Context: an optimization exercise on an open-source flow, tuned for small area. The choices shown serve that exercise and are no tape-out recipe.
Function was checked by simulation only, so behaviour that the tests miss may differ from the original.
The clock input has no modelled driver; a real chip could not lean on it and would need a root buffer or a full tree.
Power figures rest on the tool's default switching activity, not on a simulated workload.

## run a
==> flow/design.v <==
module video(input clk, reset,
             input [1:0] pixelmem_data,
             output [16:0] pixelmem_address,
             output reg [1:0] dacout);
reg [9:0]  k;
reg [10:0] h;
reg [10:0] kc;
reg [11:0] hc;
reg [9:0]  k_inc;
reg [10:0] h_inc;
integer j;
wire last   = h[10] & h[7] & (h[6] | (h[5] & h[4]));       
wire blank  = last & ((~h[6] & (h[3] | h[2] | h[1] | h[0])) | (h[6] & ~h[3]));  
wire vis    = ~blank;
wire vsync  = last & ((~h[6] & (h[3] | h[2] | (h[1] & h[0]))) | (h[6] & ~h[3]));  
wire a1i    = k[9] & (~k[8] | (~k[7] & ~k[6]));            
wire a1     = a1i | (~k[9] & kc[7]);                        
wire act    = k[9] | kc[7] | ~(k[7] | k[3] | k[2] | k[1]);  
wire hs     = ~k[9] & ((k[8] & ~k[6]) |
                       (k[6] & ~(k[5] | k[4] | k[3] | k[2])));  
wire at_end = ~k[9] & ~k[8] & kc[4];                       
wire wrap   = vis & a1 & last;            
wire inc    = (~last & a1i & kc[6]) | (last & at_end);
wire lowon  = ~last & a1i;                  
assign pixelmem_address = {h[10:7], h[6] & ~last, h[5:4] | {2{last}},
                           h[3:0] & {4{~last}}, k[5:0] & {6{lowon}}};
always @* begin
    kc[0] = 1'b1;
    for (j = 0; j < 10; j = j + 1) begin
        k_inc[j] = k[j] ^ kc[j];
        kc[j+1] = kc[j] & k[j];
    end
    hc[0] = inc;
    for (j = 0; j < 11; j = j + 1) begin
        h_inc[j] = h[j] ^ hc[j];
        hc[j+1] = hc[j] & h[j];
    end
end
always @(posedge clk) begin
    if (reset) begin
        k <= 10'd405;
        h <= 11'd0;
        dacout <= 2'b00;
    end else begin
        k <= k_inc | {1'b0, at_end, at_end, 4'b0, at_end, 1'b0, at_end};
        h <= h_inc & ~{wrap, 2'b00, wrap, wrap, 2'b00, wrap, 3'b000};
        dacout[1] <= vis & a1 & pixelmem_data[1];
        dacout[0] <= (vis & a1) ? pixelmem_data[0] : ~(hs | (act & vsync));
    end
end
endmodule
Settings: LEC_CHECK=0, ABC_AREA=1, CAP_MARGIN=20, CORE_AREA=2.76 2.72 72.22 72.08, DIE_AREA=0 0 75 75, GPL_TIMING_DRIVEN=0, PLACE_DENSITY=0.9, SLEW_MARGIN=20; clock period 5.0 ns.
standard.sh (not shown) runs the stock make flow with config.mk's settings and CLKGATE_MAP_FILE= SYNTH_SCRIPT=/design/flow/synth_recipe.tcl, a recipe that flattens the netlist after the stock synthesis.
==> flow/flow/run.sh <==
#!/bin/bash
# Own layout flow: the standard flow (standard synthesis unchanged) with
#  - the synthesized logic re-mapped for area before the floorplan
#    (pre_floorplan.tcl, run as ORFS's PRE_FLOORPLAN_TCL hook),
#  - the smallest buffer (buf_1) on every input and output port,
#  - a few clock buffers from the clock port to the registers instead of
#    TritonCTS's H-tree (cts_single.tcl, run as the PRE_CTS_TCL hook).
# Each ORFS step writes its full log under orfs/logs; make's own output goes
# to standard_flow.log here.
set -euo pipefail
F="$(cd "$(dirname "$0")" && pwd)"
export BUFFER_PORTS_ARGS="-buffer_cell sky130_fd_sc_hd__buf_1"
export PRE_FLOORPLAN_TCL="$F/pre_floorplan.tcl"
export PRE_CTS_TCL="$F/cts_single.tcl"
export CLOCK_BUFFER_CELL="${CLOCK_BUFFER_CELL:-sky130_fd_sc_hd__buf_4}"
export CLOCK_BUFFER_COUNT="${CLOCK_BUFFER_COUNT:-2}"
bash standard.sh finish > standard_flow.log 2>&1
Other scripts of this flow, unchanged in this note and not shown: flow/flow/cts_single.tcl, flow/flow/filter_lib.py, flow/flow/pre_floorplan.tcl
The flow did not stop early for run a: all stages ran, and the layout cleared the timing, DRC and antenna checks.
### run a -> run b
diff --git a/flow/design.v b/flow/design.v
--- a/flow/design.v
+++ b/flow/design.v
@@ -11,7 +11,8 @@
 integer j;
 wire last   = h[10] & h[7] & (h[6] | (h[5] & h[4]));       
-wire blank  = last & ((~h[6] & (h[3] | h[2] | h[1] | h[0])) | (h[6] & ~h[3]));  
+wire h1224  = h[10] & h[7] & h[6] & h[3];                 
+wire blank  = last & ~h1224;                              
 wire vis    = ~blank;
-wire vsync  = last & ((~h[6] & (h[3] | h[2] | (h[1] & h[0]))) | (h[6] & ~h[3]));  
+wire vsync  = last & (h[6] | h[3] | h[2] | (h[1] & h[0]));  
 wire a1i    = k[9] & (~k[8] | (~k[7] & ~k[6]));            
 wire a1     = a1i | (~k[9] & kc[7]);                        
@@ -21,6 +22,6 @@
 wire at_end = ~k[9] & ~k[8] & kc[4];                       
 wire wrap   = vis & a1 & last;            
-wire inc    = (~last & a1i & kc[6]) | (last & at_end);
-wire lowon  = ~last & a1i;                  
+wire inc    = (vis & a1i & kc[6]) | (last & at_end);
+wire lowon  = vis & a1i;                  
 assign pixelmem_address = {h[10:7], h[6] & ~last, h[5:4] | {2{last}},
                            h[3:0] & {4{~last}}, k[5:0] & {6{lowon}}};
### Flow results
Sort run b and run a by filler cell count in the final layout, descending, and run b comes first.
Changes observed in run b relative to run a: met1 track utilization from global routing increased by 0.23 points relative to the old numbers, design area -1.1%, via count ~0 delta, global-route wire length before repair picked up an extra about 10%.
Looking at ratio of final minimum period to clock period across run b and run a, the one that comes out lower is run b.
Total power for run b: about 0.34% down relative to run a
Cells: run b has fewer instances than run a
Compared with run a, run b shows a synthesized cell count that is 0.79% lower.
Looking at post-route minimum period across run b and run a, the one that comes out higher is run a.
Changes observed in run b relative to run a: final weighted congestion in routability-driven placement has decreased, worst hold slack after final layout has remained practically unchanged, number of placement rows has remained practically unchanged.
As far as highest fanout seen on the critical path goes, run a and run b are indistinguishable; the numbers are identical.
k[0] as the timing startpoint of the critical path was reported by run a, and k[1] by run b.
No run of this note takes its clock network from TritonCTS; it comes from the design's own scripts or RTL.

## re-timing with driven ports
In the flow no input, the clock included, has a driving cell. The finished layouts below were timed again as built, in two steps. Step 1 sets driving cells, clkbuf_16 on the clock port and buf_2 on the other inputs (assumed; they add their load-dependent delay and slew). Step 2 also shifts input and output timing later by t, the mid clock arrival at the registers, as if the neighbouring blocks saw the same clock. Three values: ideal ports, drivers, drivers and shift; two values: the first two.
run	t, ns	setup slack, ns	worst setup path at the end	latest minus earliest clock arrival (ns)
run a	0.172	1.529 / 1.529 / 1.529	register to register	0.009 / 0.008
run b	0.171	1.540 / 1.540 / 1.540	register to register	0.001 / 0.000
After both steps setup and hold are still met in every run listed.
